Background: an optimization exercise with open tools, aiming at small area and a short achievable clock period. Do not read the settings as production practice.
Function was not checked in any run shown here: the RTL went through the layout flow alone.
Power figures rest on the tool's default switching activity, not on a simulated workload.

## flow/design.v

```verilog
`timescale 1ns / 1ps
module fixedFloatConversion(
  input wire clk,
  input wire rst,
  input wire[31:0] targetnumber,
  input wire[4:0] fixpointpos,
  input wire opcode,
  output reg[31:0] result);
wire        s  = targetnumber[31];
wire [30:0] t  = targetnumber[30:0];
wire        nz = |t;
wire [31:0] w = {t ^ {31{s}}, 1'b1};
wire [15:0] z1; wire [15:0] c1;    
wire [7:0]  z2; wire [15:0] c2;    
wire [3:0]  z3; wire [11:0] c3;
wire [1:0]  z4; wire [7:0]  c4;
genvar i;
generate
  for (i = 0; i < 16; i = i + 1) begin : l1
    assign z1[i] = ~(w[2*i+1] | w[2*i]);
    assign c1[i] = ~w[2*i+1];
  end
  for (i = 0; i < 8; i = i + 1) begin : l2
    assign z2[i] = z1[2*i+1] & z1[2*i];
    assign c2[2*i+1:2*i] = z1[2*i+1] ? {1'b1, c1[2*i]} : {1'b0, c1[2*i+1]};
  end
  for (i = 0; i < 4; i = i + 1) begin : l3
    assign z3[i] = z2[2*i+1] & z2[2*i];
    assign c3[3*i+2:3*i] = z2[2*i+1] ? {1'b1, c2[4*i+1:4*i]} : {1'b0, c2[4*i+3:4*i+2]};
  end
  for (i = 0; i < 2; i = i + 1) begin : l4
    assign z4[i] = z3[2*i+1] & z3[2*i];
    assign c4[4*i+3:4*i] = z3[2*i+1] ? {1'b1, c3[6*i+2:6*i]} : {1'b0, c3[6*i+5:6*i+3]};
  end
endgenerate
wire [4:0] lz = z4[1] ? {1'b1, c4[3:0]} : {1'b0, c4[7:4]};
wire [8:0] sum   = {4'd0, fixpointpos} + {1'd0, targetnumber[30:23]} + 9'd9;
wire       valid = (sum[8:5] == 4'b0100);
wire [4:0] bsh   = sum[4:0];
wire [54:0] xa = {t, 24'd0};
wire [54:0] xb = {31'd0, 1'b1, t[22:0]};
wire [4:0]  sh = opcode ? bsh : lz;
wire pa1 = ~opcode & lz[4];
wire pa0 = ~opcode & ~lz[4];
wire pb1 = opcode & bsh[4];
wire pb0 = opcode & ~bsh[4];
wire [54:16] x1 = ({39{pa1}} & xa[38:0]) | ({39{pa0}} & xa[54:16])
                | ({39{pb1}} & xb[38:0]) | ({39{pb0}} & xb[54:16]);
wire [4:0]  shn = ~sh;
wire [54:24] n2;                 
wire [54:28] x3;
wire [54:30] n4;                 
wire [54:31] y;
generate
  for (i = 24; i <= 54; i = i + 1) begin : m2
    mux_ao m (.a(x1[i-8]), .b(x1[i]), .s(sh[3]), .sn(shn[3]), .y(n2[i]));
  end
  for (i = 28; i <= 54; i = i + 1) begin : m3
    mux_oa m (.a(n2[i-4]), .b(n2[i]), .s(sh[2]), .sn(shn[2]), .y(x3[i]));
  end
  for (i = 30; i <= 54; i = i + 1) begin : m4
    mux_ao m (.a(x3[i-2]), .b(x3[i]), .s(sh[1]), .sn(shn[1]), .y(n4[i]));
  end
  for (i = 31; i <= 54; i = i + 1) begin : m5
    mux_oa m (.a(n4[i-1]), .b(n4[i]), .s(sh[0]), .sn(shn[0]), .y(y[i]));
  end
endgenerate
wire st = (shn[2] & ~&n2[27:24]) | (shn[1] & |x3[29:28]) | (shn[0] & ~n4[30]);
wire        cin = ~opcode & st;
wire [24:0] vp;                  
wire [24:0] pp [0:5];
assign pp[0] = {y[54:31], cin};
genvar k;
generate
  for (k = 0; k < 5; k = k + 1) begin : pl
    for (i = 0; i < 25; i = i + 1) begin : pbit
      if ((i >> k) & 1)
        assign pp[k+1][i] = pp[k][i] | pp[k][((i >> k) << k) - 1];
      else
        assign pp[k+1][i] = pp[k][i];
    end
  end
endgenerate
assign vp = pp[5];
wire [23:0] low = y[54:31] ^ ({24{s}} & vp[23:0]);
wire        pow2 = s & (&(t[30:1] | ~t[29:0]));
wire [7:0]  e  = 8'd157 - {3'd0, fixpointpos} - {3'd0, lz} + {7'd0, pow2};
wire keep = opcode ? valid : nz;
always @(posedge clk) begin
  result[22:0]  <= keep ? low[22:0] : 23'd0;
  result[30:23] <= keep ? (opcode ? {{7{s & vp[24]}}, low[23]} : e) : 8'd0;
  result[31]    <= keep & s & (~opcode | vp[24]);
end
endmodule
module mux_ao (
  input  wire a, b, s, sn,
  output wire y);
  assign y = ~((a & s) | (b & sn));
endmodule
module mux_oa (
  input  wire a, b, s, sn,
  output wire y);
  assign y = ~((a | sn) & (b | s));
endmodule
```

## flow/flow/run.sh

```bash
#!/bin/bash
# Standard layout with three changes:
#  - synthesis maps the multiplexer modules (mux_ao, mux_oa) with the
#    area-only ABC script flow/map_cell.abc and the rest with flow/map.abc
#    (registers untouched: abc runs without -dff, so the standard
#    synthesis's flip-flops remain);
#  - the port buffers are the smallest buffer cell;
#  - no adder cells (ADDER_MAP_FILE empty): abc maps the adders as logic.
set -euo pipefail
W=$(pwd)
export BUFFER_PORTS_ARGS="-buffer_cell sky130_fd_sc_hd__buf_1"
export ADDER_MAP_FILE=""
{
  echo 'proc abc {args} {'
  echo '  set i [lsearch $args -script]'
  echo '  set a1 $args'
  echo "  lset a1 [expr {\$i+1}] $W/flow/map_cell.abc"
  echo '  yosys abc {*}$a1 mux_ao mux_oa'
  echo '  set a2 $args'
  echo "  lset a2 [expr {\$i+1}] $W/flow/map.abc"
  echo '  yosys abc {*}$a2 fixedFloatConversion'
  echo '}'
  cat "$W/synth_recipe.tcl"
} > "$W/my_synth.tcl"
sed -E "s#'?SYNTH_SCRIPT=[^ ']*'?#SYNTH_SCRIPT=$W/my_synth.tcl#" "$W/standard.sh" > "$W/my_standard.sh"
grep -q "SYNTH_SCRIPT=$W/my_synth.tcl" "$W/my_standard.sh"
bash "$W/my_standard.sh" > "$W/standard.log" 2>&1
```

## flow/flow/map.abc

```
strash
dch -f
map -B 0.9
```

## flow/flow/map_cell.abc

```
strash
map -a
```

## flow/standard.sh

```bash
#!/bin/bash
# synth_recipe.tcl (not shown) runs the flow's synth.tcl, then flattens the netlist and writes it again
# the make line also repeats each setting of config.mk as NAME=value (left out here)
make -C /OpenROAD-flow-scripts/flow DESIGN_CONFIG=/design/flow/config.mk WORK_HOME=/design/flow/orfs CLKGATE_MAP_FILE= SYNTH_SCRIPT=/design/flow/synth_recipe.tcl "${@:-finish}"
```

## flow/config.mk

```make
export PLATFORM = sky130hd
export DESIGN_NAME = fixedFloatConversion
export DESIGN_NICKNAME = fixedFloatConversion
export VERILOG_FILES = /design/flow/design.v
export SDC_FILE = /design/flow/constraint.sdc
export NUM_CORES = 4
export LEC_CHECK = 0
export ABC_AREA = 1
export CAP_MARGIN = 20
export CORE_MARGIN = 2
export CORE_UTILIZATION = 40
export SETUP_SLACK_MARGIN = 3.6
export SLEW_MARGIN = 20
export SYNTH_HIERARCHICAL = 1
export SYNTH_MINIMUM_KEEP_SIZE = 0
export TNS_END_PERCENT = 0
```

## flow/constraint.sdc

```tcl
create_clock -name core_clock -period 9.0 [get_ports {clk}]
set_input_delay 1.8000 -clock core_clock [delete_from_list [all_inputs] [get_ports {clk}]]
set_output_delay 1.8000 -clock core_clock [all_outputs]
set_load 0.01 [all_outputs]
```

==> flow_summary.toml, run 1 <==
[finish]
num_antenna_cells = 0
largest_reg_flops = 32
stdcell_count = 1020
largest_register = "result"
n_fill_cell = 972
largestRegisters = "result (32)"
drive_gt1_share_pct = 26.16
syn_to_final_growth_pct = 50.98
final_nets = 926

[placed_design]
io_buffers = 70
place_congestion = 0.9702
hpwl_um = 10720
place_inst = 945

[yosys]
ys.warnings.count = 7
yosysSeqAreaShare_pct = 15.95
synth_area_um2 = 4018
syn_nets = 779
synthTopCellsByCount = "nand2_1 (237), o22ai_1 (88), clkinv_1 (86)"
synth.avg_cell_area_um2 = 5.437
synth_area_leaders = "nand2_1 (22%), dfxtp_1 (16%), o22ai_1 (14%), a22oi_1 (10%), clkinv_1 (8.0%)"
synth-edff-count = 0
synth_top_area_share_pct = 22.14
synth.largest_area_cell = "nand2_1"
synth.most_common_cell = "nand2_1"
ys_ff_latch = 32
syn_inst = 739
synthArstFlopShare_pct = 0
synthDistinctLibCells = 24
ys.flop_type = "dfxtp_1"

[min_path]
hold_path_startpoint = "fixpointpos[4]"
hold_path_class = "in2reg"

[grt]
grt_usage_pct = 26.92
grt_overflow_total = 0
antenna_found_initial = 0
grt_pass1_wl_um = 24250
grt_max_degree = 36
grt_pass1_vias = 4963

[route]
firstDrtPassIters = 5
antenna_left = 0
vias = 6218
post_drt_wl_per_cell_um = 17.18
routed_wl_um = 17520
drc = 0
drt_iter0_drc = 724
routed_via_density = 6.096

[setup_path]
cp_num_buf_inv = 6
criticalPathCategory = "in2reg"
cp.required_ns = 9.18
arrival_ns = 5.50
startpoint_type = "primary input"
critical_path.top_delay_family = "simple AND/OR/NAND/NOR gates"
crit_fanout = 8
max_stage_delay_ns = 0.27
crit_slowest_cell = "a22oi_2"
worstSetupEndpointType = "flop"
startpoint = "targetnumber[31]"
path_common_cell = "nand2_4"

[pwr]
combPwrFrac_pct = 62.5
p_int_uw = 437.2
p_sw_uw = 391.6
powerDensity_nw_per_um2 = 136.6
ir_drop_v = 0.00009042
p_clk_share_pct = 16.3
power_frac_seq_pct = 21.3
switching_share_pct = 47.25
leakage_uw = 0.002494

[timing]
finalSetupViolations = 0
relSlewSlack_pct = 52.79
period_minus_slack_ns = 5.318
worst_pin_slew_ns = 0.7017
rsz0062_at_grt = "true"
fmax_ghz = 0.1881
post-route-period-util_pct = 59.09
drv_slew = 0
hold_viol_final = 0
tns_ns = 0

[floorplanning]
die_width_um = 104.2
die_h_um = 104.2
rows = 36
start_util_pct = 41.10
coreArea_um2 = 9774
die-area_um2 = 10860
io_pins = 72

[clocking]
htreeDepth = 2
clock-sinks = 32
cts_made_buffers = 5
clockRootBuffer = "clkbuf_8"
clk_path_buf_depth = 2
clkTransAtPathRegs_ns = 0.06
cts_tree = "done"

[flow_run]
maxCapViolations = 0

[run_status]
status = "complete, no violations"
## power by group through the flow
stage	Clock, µW	Sequential (µW)	Combinational, µW
after floorplan	0	196	249
after global placement	0	179	356
after detailed placement	0	180	361
after CTS	138	177	413
after global routing	144	179	563
final	135	176	518
## Yosys stat by module (local to each module, per instance)
module,flops+latches,cells inside,times used
mux_oa,0,1,51
mux_ao,0,1,56
fixedFloatConversion,32,632,1
## worst paths after layout
kind                                    end  slack (ns)  cells past startpoint
worst max-delay path  result[25]$_SDFF_PP0_        3.68                     30
worst min-delay path  result[30]$_SDFF_PP0_        1.96                      4
## placed cells by master, fill, tap and decap left out, drive strengths merged
master and n:
and2 1, clkbuf 12, bufinv 1, o211ai 3, a21boi 2, xor2 4, nor3b 1, a22oi 56
or2 2, nor4 5, nor2 76, bufbuf 1, a32oi 2, clkinv 65, o21ai 35, inv 25
nand4 4, nor3 5, o22ai 88, o21a 1, a31oi 4, buf 118, nand3 47, dfxtp 32
clkinvlp 1, and3 1, nand3b 3, nand2 245, xnor2 4, a21oi 43
## tightest hold or removal path: stages
cell     delay, ns
buf_1         0.12
nand2_1       0.09
nand2_1       0.12
a21oi_2       0.06
## area by class of cell
class | instances | area [µm²] | share of cell area, %
Multi-Input combinational cell | 632 | 3862 | 63.68
Tap cell | 133 | 166.4 | 2.743
Inverter | 86 | 421.7 | 6.951
Timing Repair Buffer | 125 | 805.8 | 13.28
Sequential cell | 32 | 640.6 | 10.56
Clock buffer | 6 | 72.57 | 1.196
Clock inverter | 2 | 35.03 | 0.5776
Timing Repair inverter | 4 | 61.31 | 1.011
## timing repair
action,4_1_cts,5_1_grt
cloned,5,13
hold buffers,0,0
endpoints found under the setup margin,32,25
pin swaps,10,53
resized for setup,83,141
setup buffers,10,39
## kinds of logic after synthesis
family	after synthesis	share of synthesized area, %
AOI/OAI and AO/OA	234	36.06
xor gates and xnor gates	8	1.744
buffers and inverters	86	8.035
DFF	32	15.95
and+or+nand+nor	379	38.21
## per-stage QoR
stage | hold slack (ns) | area [µm²] | setup WS, ns | power (µW) | util [%]
after floorplan | 1.931 | 4050 | 3.665 | 444.5 | -
after global placement | 2.187 | 4503 | 1.882 | 535.1 | 46.07
after detailed placement | 2.185 | 4503 | 1.829 | 540.4 | 46.07
after CTS | 1.963 | 5150 | 3.612 | 727.5 | 52.69
after global routing | 1.987 | 6066 | 3.426 | 885.9 | 62.06
final | 1.956 | 6066 | 3.682 | 828.9 | 62.06
## routing by layer
layer / track usage (%) / up-vias / share of wire, %
met5: 0 / - / 0
met2: 43.00 / 395 / 44
met4: 8.301 / 0 / 3.8
met3: 3.008 / 76 / 11
met1: 37.96 / 2808 / 41
li1: - / 2939 / -
==> run 2, diff against run 1 <==
--- a/flow/config.mk
+++ b/flow/config.mk
@@ -9,7 +9,7 @@
 export CAP_MARGIN = 20
 export CORE_MARGIN = 2
 export CORE_UTILIZATION = 40
-export SETUP_SLACK_MARGIN = 3.6
+export SETUP_SLACK_MARGIN = 3.0
 export SLEW_MARGIN = 20
 export SYNTH_HIERARCHICAL = 1
 export SYNTH_MINIMUM_KEEP_SIZE = 0
==> flow_summary.toml, run 2 <==
[yosys]
synthArstFlopShare_pct = 0
synthTopCellsByCount = "nand2_1 (237), o22ai_1 (88), clkinv_1 (86)"
synth.avg_cell_area_um2 = 5.437
synth_top_area_share_pct = 22.14
syn_inst = 739
synth_area_um2 = 4018
ys.warnings.count = 7
synth-edff-count = 0
synth_area_leaders = "nand2_1 (22%), dfxtp_1 (16%), o22ai_1 (14%), a22oi_1 (10%), clkinv_1 (8.0%)"
synth.largest_area_cell = "nand2_1"
ys.flop_type = "dfxtp_1"
syn_nets = 779
yosysSeqAreaShare_pct = 15.95
ys_ff_latch = 32
synthDistinctLibCells = 24
synth.most_common_cell = "nand2_1"

[timing]
finalSetupViolations = 0
rsz0062_at_grt = "true"
period_minus_slack_ns = 5.607
relSlewSlack_pct = 51.22
tns_ns = 0
post-route-period-util_pct = 62.30
worst_pin_slew_ns = 0.7249
drv_slew = 0
hold_viol_final = 0
fmax_ghz = 0.1783

[grt]
grt_pass1_vias = 4764
grt_overflow_total = 0
antenna_found_initial = 0
grt_pass1_wl_um = 22280
grt_usage_pct = 24.68
grt_max_degree = 62

[clocking]
htreeDepth = 2
clk_path_buf_depth = 2
clockRootBuffer = "clkbuf_8"
cts_tree = "done"
cts_made_buffers = 5
clkTransAtPathRegs_ns = 0.07
clock-sinks = 32
hold_buffers = 0

[placed_design]
place_congestion = 0.9802
io_buffers = 70
hpwl_um = 10750

[setup_path]
cp.required_ns = 9.17
startpoint_type = "primary input"
worstSetupEndpointType = "flop"
criticalPathCategory = "in2reg"
crit_fanout = 28
arrival_ns = 5.78

[route]
vias = 5635
antenna_left = 0
routed_wl_um = 14630
firstDrtPassIters = 6
routed_via_density = 5.797
post_drt_wl_per_cell_um = 15.05
drt_iter0_drc = 567
drc = 0

[pwr]
ir_drop_v = 0.00008373
leakage_uw = 0.001997
p_total_uw = 726.4
powerDensity_nw_per_um2 = 144.1

[finish]
syn_to_final_growth_pct = 25.44
largest_reg_flops = 32
largestRegisters = "result (32)"
final_cell_mix = "nand2_1 (228), o22ai_1 (87), clkinv_1 (78)"
layout.cells.most_common = "nand2_1"
drive_gt1_share_pct = 9.178
final_nets = 878
num_antenna_cells = 0
largest_register = "result"

[floorplanning]
die_width_um = 104.2
die-area_um2 = 10860
io_pins = 72
coreArea_um2 = 9774
die_h_um = 104.2
rows = 36
start_util_pct = 41.10

[flow_run]
maxCapViolations = 0

[min_path]
hold_path_class = "in2reg"

[run_status]
status = "complete, no violations"
[run 2: metrics by stage]
step	hold slack, ns	worst slack, ns	cell area, µm²	instances	util, %
global placement	2.186	1.809	4492	947	45.95
global route	1.996	2.941	5040	972	51.56
floorplan	1.931	3.143	4024	739	-
finish	1.952	3.393	5040	972	51.56
detailed placement	2.184	1.666	4492	947	45.95
CTS	1.956	3.004	4668	955	47.76
[run 2: cells by family after synthesis]
logic type                synth area share (%)
xor gates and xnor gates                 1.744
DFF                                      15.95
and+or+nand+nor                          38.21
buffers and inverters                    8.035
AOI/OAI and AO/OA                        36.06
[run 2: routing by layer]
| layer | share of wire, % | global-route usage (%) | up-vias |
|---|---|---|---|
| li1 | - | - | 2840 |
| met1 | 45 | 33.55 | 2555 |
| met2 | 46 | 40.93 | 216 |
| met3 | 7.6 | 3.571 | 24 |
| met4 | 1.7 | 6.371 | 0 |
| met5 | 0 | 0 | - |
[run 2: path summary, 6_finish.rpt]
path | start | end | slack, ns | depth (start not counted)
worst min-delay path | fixpointpos[4] | result[30]$_SDFF_PP0_ | 1.95 | 4
worst max-delay path | targetnumber[31] | result[15]$_SDFF_PP0_ | 3.39 | 26
[run 2: worst max-delay path, cell delays in order]
cell      delay (ns)
clkbuf_4        0.21
clkinv_8        0.15
buf_4           0.21
nand2_1         0.07
nand2_1         0.07
nor2_1          0.17
nand2_1         0.08
a21oi_1         0.30
nand2_1         0.14
nand2_1         0.14
nand2_1         0.08
nand2_1         0.10
buf_8           0.21
o22ai_1         0.14
a22oi_1         0.29
o22ai_1         0.15
nor2_1          0.17
clkinv_1        0.14
nor3_4          0.18
nand2_2         0.11
nor3_4          0.25
nand2_1         0.15
nand2_1         0.13
clkinv_1        0.08
o21ai_0         0.17
a21oi_1         0.06
[run 2: cell type report]
type / instances / area, µm²
inverters: 86 / 360.3
fillers: 1065 / 4735
clock buffers: 6 / 72.57
repair buffers: 89 / 464.2
clock inverters: 2 / 35.03
well taps: 133 / 166.4
flip-flops and latches: 32 / 640.6
multi-input cells: 624 / 3301
[run 2: repair_timing]
action,in CTS,in global routing
resized for setup,17,55
cloned,0,4
setup buffers,0,13
setup endpoints to repair,30,27
pin swaps,0,9
[run 2: where the power goes]
group | switching (µW) | internal (µW)
clock | 54.4 | 82.1
sequential | 6.32 | 170
combinational | 276 | 137
total | 337 | 390
[run 2: Yosys stat by module, one instance, submodules excluded]
module,flip-flops and latches,cells,times used,area [µm²]
fixedFloatConversion,32,632,1,3278
mux_ao,0,1,56,7.507
mux_oa,0,1,51,6.256
==> run 3, diff against run 2 <==
--- a/flow/config.mk
+++ b/flow/config.mk
@@ -9,7 +9,7 @@
 export CAP_MARGIN = 20
 export CORE_MARGIN = 2
 export CORE_UTILIZATION = 40
-export SETUP_SLACK_MARGIN = 3.0
+export SETUP_SLACK_MARGIN = 3.3
 export SLEW_MARGIN = 20
 export SYNTH_HIERARCHICAL = 1
 export SYNTH_MINIMUM_KEEP_SIZE = 0
==> flow_summary.toml, run 3 <==
[route]
firstDrtPassIters = 5
post_drt_wl_per_cell_um = 15.56
routed_via_density = 5.860
drt_iter0_drc = 511
routed_wl_um = 15270
vias = 5749
antenna_left = 0
drc = 0

[finish]
final_cell_mix = "nand2_1 (220), o22ai_1 (82), clkinv_1 (75)"
largest_reg_flops = 32
drive_gt1_share_pct = 14.39
syn_to_final_growth_pct = 31.58
largestRegisters = "result (32)"
layout.cells.most_common = "nand2_1"
design_area_um2 = 5286
n_fill_cell = 1054
largest_register = "result"
num_antenna_cells = 0
final_nets = 888

[floorplanning]
die_h_um = 104.2
start_util_pct = 41.10
coreArea_um2 = 9774
die-area_um2 = 10860
rows = 36
io_pins = 72
die_width_um = 104.2

[pwr]
powerDensity_nw_per_um2 = 137.8
leakage_uw = 0.002122
ir_drop_v = 0.00009862

[grt]
grt_pass1_vias = 4793
grt_pass1_wl_um = 22690
grt_max_degree = 36
antenna_found_initial = 0
grt_usage_pct = 25.02
grt_overflow_total = 0

[clocking]
clock-sinks = 32
cts_made_buffers = 5
clkTransAtPathRegs_ns = 0.07
cts_tree = "done"
htreeDepth = 2
clockRootBuffer = "clkbuf_8"
hold_buffers = 0
clk_path_buf_depth = 2

[placed_design]
io_buffers = 70
place_congestion = 1.000
hpwl_um = 10710
place_area_um2 = 4512

[setup_path]
startpoint_type = "primary input"
path_common_cell = "nand2_1"
crit_fanout = 33
startpoint = "targetnumber[31]"
arrival_ns = 5.61
worstSetupEndpointType = "flop"
criticalPathCategory = "in2reg"
cp_num_buf_inv = 6
crit_slowest_cell = "nor3_4"
max_stage_delay_ns = 0.29
cp.required_ns = 9.16
critical_path.top_delay_family = "simple AND/OR/NAND/NOR gates"

[timing]
tns_ns = 0
worst_pin_slew_ns = 0.8743
fmax_ghz = 0.1837
relSlewSlack_pct = 41.18
post-route-period-util_pct = 60.48
rsz0062_at_grt = "false"
drv_slew = 0
hold_viol_final = 0
period_minus_slack_ns = 5.443
finalSetupViolations = 0

[yosys]
ys.warnings.count = 7
synthArstFlopShare_pct = 0
synth-edff-count = 0
synth.avg_cell_area_um2 = 5.437
synth.most_common_cell = "nand2_1"
synth_area_leaders = "nand2_1 (22%), dfxtp_1 (16%), o22ai_1 (14%), a22oi_1 (10%), clkinv_1 (8.0%)"
ys_ff_latch = 32
synthDistinctLibCells = 24
ys.flop_type = "dfxtp_1"
synth.largest_area_cell = "nand2_1"
syn_nets = 779
syn_inst = 739
synth_top_area_share_pct = 22.14
synthTopCellsByCount = "nand2_1 (237), o22ai_1 (88), clkinv_1 (86)"
yosysSeqAreaShare_pct = 15.95
synth_area_um2 = 4018

[min_path]
hold_path_startpoint = "fixpointpos[4]"
hold_path_class = "in2reg"

[flow_run]
maxCapViolations = 0

[run_status]
status = "complete, no violations"
## run 3: final timing paths
check / to / slack [ns] / cells after the start
min: result[30]$_SDFF_PP0_ / 1.94 / 4
max: result[26]$_SDFF_PP0_ / 3.56 / 27
## run 3: cells by family (layout without fill, tap and decap cells)
group | Yosys count | in the layout | share of synthesized area (%)
and+or+nand+nor | 379 | 385 | 38.21
xor gates and xnor gates | 8 | 8 | 1.744
DFF | 32 | 32 | 15.95
AOI/OAI and AO/OA | 234 | 234 | 36.06
buffers and inverters | 86 | 189 | 8.035
## run 3: per-stage QoR
stage                     utilization, %  hold WS, ns  std cells  total power, µW  setup WS [ns]
after CTS                          48.50        1.936        956            664.8          3.332
after global routing               54.08        1.966        981            788.2          3.240
final                              54.08        1.936        981            728.5          3.557
after global placement             46.16        2.186        948            535.9          1.873
after detailed placement           46.16        2.185        948            542.9          1.811
after floorplan                        -        1.931        739            443.3          3.361
## run 3: final cells by class
| cell class | count | area (µm²) | area share [%] |
|---|---|---|---|
| multi-input cells | 627 | 3502 | 66.25 |
| flip-flops and latches | 32 | 640.6 | 12.12 |
| repair buffers | 95 | 525.5 | 9.941 |
| inverters | 86 | 365.4 | 6.911 |
| well taps | 133 | 166.4 | 3.148 |
| clock buffers | 6 | 72.57 | 1.373 |
| repair inverters | 1 | 8.758 | 0.1657 |
| clock inverters | 1 | 5.005 | 0.09467 |
## run 3: power breakdown
group / internal [µW] / leakage [µW] / switching, µW
Sequential: 170 / 0.000268 / 6.20
Combinational: 152 / 0.00181 / 296
Clock: 52.5 / 0.0000410 / 52.0
## run 3: timing repair
action	in CTS	in global routing
gates cloned	1	7
pin swaps	1	25
buffers inserted	0	18
endpoints found under the setup margin	32	28
gates resized for setup	32	84
## run 3: Yosys stat by module, one instance, submodules excluded
module	cell area (µm²)	times used	cells inside
mux_oa	6.256	51	1
mux_ao	7.507	56	1
fixedFloatConversion	3278	1	632
## run 3: per-layer routing
metal	track usage [%]	routed length, µm
met2	41.12	6737
met4	5.212	402
met5	0	0
met1	34.36	6625
met3	4.386	1502
==> run 4, diff against run 3 <==
--- a/flow/config.mk
+++ b/flow/config.mk
@@ -9,7 +9,7 @@
 export CAP_MARGIN = 20
 export CORE_MARGIN = 2
 export CORE_UTILIZATION = 40
-export SETUP_SLACK_MARGIN = 3.3
+export SETUP_SLACK_MARGIN = 3.2
 export SLEW_MARGIN = 20
 export SYNTH_HIERARCHICAL = 1
 export SYNTH_MINIMUM_KEEP_SIZE = 0
==> flow_summary.toml, run 4 <==
[yosys]
synth_area_leaders = "nand2_1 (22%), dfxtp_1 (16%), o22ai_1 (14%), a22oi_1 (10%), clkinv_1 (8.0%)"
ys_ff_latch = 32
synthTopCellsByCount = "nand2_1 (237), o22ai_1 (88), clkinv_1 (86)"
synth.most_common_cell = "nand2_1"
syn_inst = 739
ys.flop_type = "dfxtp_1"
yosysSeqAreaShare_pct = 15.95
synth_top_area_share_pct = 22.14
synth_area_um2 = 4018
synth.largest_area_cell = "nand2_1"
synth-edff-count = 0
ys.warnings.count = 7
synth.avg_cell_area_um2 = 5.437
synthDistinctLibCells = 24
syn_nets = 779
synthArstFlopShare_pct = 0

[floorplanning]
start_util_pct = 41.10
coreArea_um2 = 9774
io_pins = 72
rows = 36
die-area_um2 = 10860
die_width_um = 104.2
die_h_um = 104.2

[timing]
fmax_ghz = 0.1806
period_minus_slack_ns = 5.537
finalSetupViolations = 0
worst_pin_slew_ns = 0.7585
relSlewSlack_pct = 48.96
post-route-period-util_pct = 61.52
hold_viol_final = 0
tns_ns = 0
rsz0062_at_grt = "true"
drv_slew = 0

[finish]
final_cell_mix = "nand2_1 (223), o22ai_1 (86), clkinv_1 (71)"
stdcell_count = 967
largest_reg_flops = 32
final_nets = 873
num_antenna_cells = 0
syn_to_final_growth_pct = 25.97
largestRegisters = "result (32)"
drive_gt1_share_pct = 10.43
layout.cells.most_common = "nand2_1"
largest_register = "result"

[route]
drc = 0
antenna_left = 0
vias = 5644
routed_via_density = 5.837
routed_wl_um = 15090
firstDrtPassIters = 6
post_drt_wl_per_cell_um = 15.61
drt_iter0_drc = 473

[grt]
grt_usage_pct = 24.90
grt_pass1_wl_um = 22690
antenna_found_initial = 0
grt_pass1_vias = 4840
grt_overflow_total = 0
grt_max_degree = 62

[placed_design]
place_inst = 945
hpwl_um = 10590
io_buffers = 70
place_congestion = 0.9887

[clocking]
clk_path_buf_depth = 2
cts_tree = "done"
clock-sinks = 32
cts_made_buffers = 5
clockRootBuffer = "clkbuf_8"
clkTransAtPathRegs_ns = 0.07
htreeDepth = 2

[setup_path]
max_stage_delay_ns = 0.30
arrival_ns = 5.70
worstSetupEndpointType = "flop"
path_common_cell = "nand2_1"
startpoint_type = "primary input"
criticalPathCategory = "in2reg"
crit_fanout = 11
crit_slowest_cell = "a22oi_1"
cp.required_ns = 9.16

[pwr]
leakage_uw = 0.002014
ir_drop_v = 0.00009380
powerDensity_nw_per_um2 = 145.1

[min_path]
hold_path_class = "in2reg"

[run_status]
status = "complete, no violations"

[flow_run]
maxCapViolations = 0
[run 4: worst paths after layout]
path            from               endpoint  slack, ns  depth (start not counted)
max   fixpointpos[2]  result[30]$_SDFF_PP0_       3.46                         26
min   fixpointpos[4]  result[30]$_SDFF_PP0_       1.93                          4
[run 4: cell type report]
class	count	area, µm²
clock buffers	6	72.57
clock inverters	2	35.03
fillers	1087	4713
inverters	86	366.6
multi-input cells	626	3372
flip-flops and latches	32	640.6
well taps	133	166.4
repair buffers	80	394.1
repair inverters	2	13.76
[run 4: what timing repair did]
| item | 4_1_cts | 5_1_grt |
|---|---|---|
| hold buffers | 0 | 0 |
| pin swaps | 0 | 10 |
| endpoints found under the setup margin | 32 | 28 |
| setup buffers | 0 | 5 |
| gates cloned | 0 | 9 |
| resized for setup | 22 | 70 |
[run 4: per-layer routing]
layer	vias to the layer above	wire length [µm]	GRT usage (%)
met5	-	0	0
met4	0	182	6.371
met3	22	1344	5.388
met2	249	6801	39.99
met1	2537	6766	33.84
li1	2836	-	-
[run 4: logic make-up (layout without fill, tap and decap cells)]
group,count (synthesis),in the layout,synth area share (%)
flops,32,32,15.95
buf+inv,86,176,8.035
simple gates,379,384,38.21
compound gates,234,234,36.06
xor+xnor,8,8,1.744
[run 4: per-module statistics from Yosys (local to each module, per instance)]
module                flops+latches  cells inside  cell area [µm²]
fixedFloatConversion             32           632             3278
mux_oa                            0             1            6.256
mux_ao                            0             1            7.507
[run 4: where the power goes]
part | internal, µW | switching, µW | total [µW]
Combinational | 138 | 284 | 421
Clock | 82.1 | 54.3 | 136
Sequential | 170 | 6.52 | 177
Total | 390 | 344 | 734
[run 4: through the flow]
stage,power (µW),utilization (%),hold WS (ns),setup WS [ns],cell area (µm²)
3_3_place_gp,533.4,45.85,2.186,1.967,4482
3_5_place_dp,539.8,45.85,2.185,1.868,4482
4_1_cts,687.8,47.88,1.942,3.192,4679
5_1_grt,792.8,51.78,1.993,3.120,5061
2_1_floorplan,442.6,-,1.931,3.264,4029
6_report,734.5,51.78,1.934,3.463,5061
[run 4: critical path, delay by kind of cell]
| family | cells | cell delay [ns] |
|---|---|---|
| AOI/OAI and AO/OA | 6 | 1.04 |
| xor gates and xnor gates | 1 | 0.17 |
| and+or+nand+nor | 16 | 2.24 |
| buffers and inverters | 3 | 0.42 |

## separate check: timing with driven ports
Ports are ideal in the flow. The routed layouts listed here were re-timed in OpenROAD. Step 1 sets driving cells, clkbuf_16 on the clock port and buf_2 on the other inputs (assumed; they add their load-dependent delay and slew). Step 2, shift: input delay + t, output delay - t, t = (earliest + latest rising clock arrival at the registers) / 2. This alone moves slack from input paths to output paths. Three values: ideal ports, drivers, drivers and shift; two values: the first two.
run	t, ns	setup slack, ns	worst hold slack (ns)
run 1	0.315	3.682 / 3.619 / 3.304	1.956 / 1.947 / 2.203
run 2	0.315	3.393 / 3.402 / 3.088	1.952 / 1.943 / 2.205
run 3	0.312	3.557 / 3.533 / 3.220	1.936 / 1.927 / 2.201
run 4	0.314	3.463 / 3.470 / 3.156	1.934 / 1.929 / 2.201
After both steps every run listed still meets setup and hold. The setup slack of run 1, which loses most, moves by -0.063 ns with the drivers and by -0.378 ns with both steps.
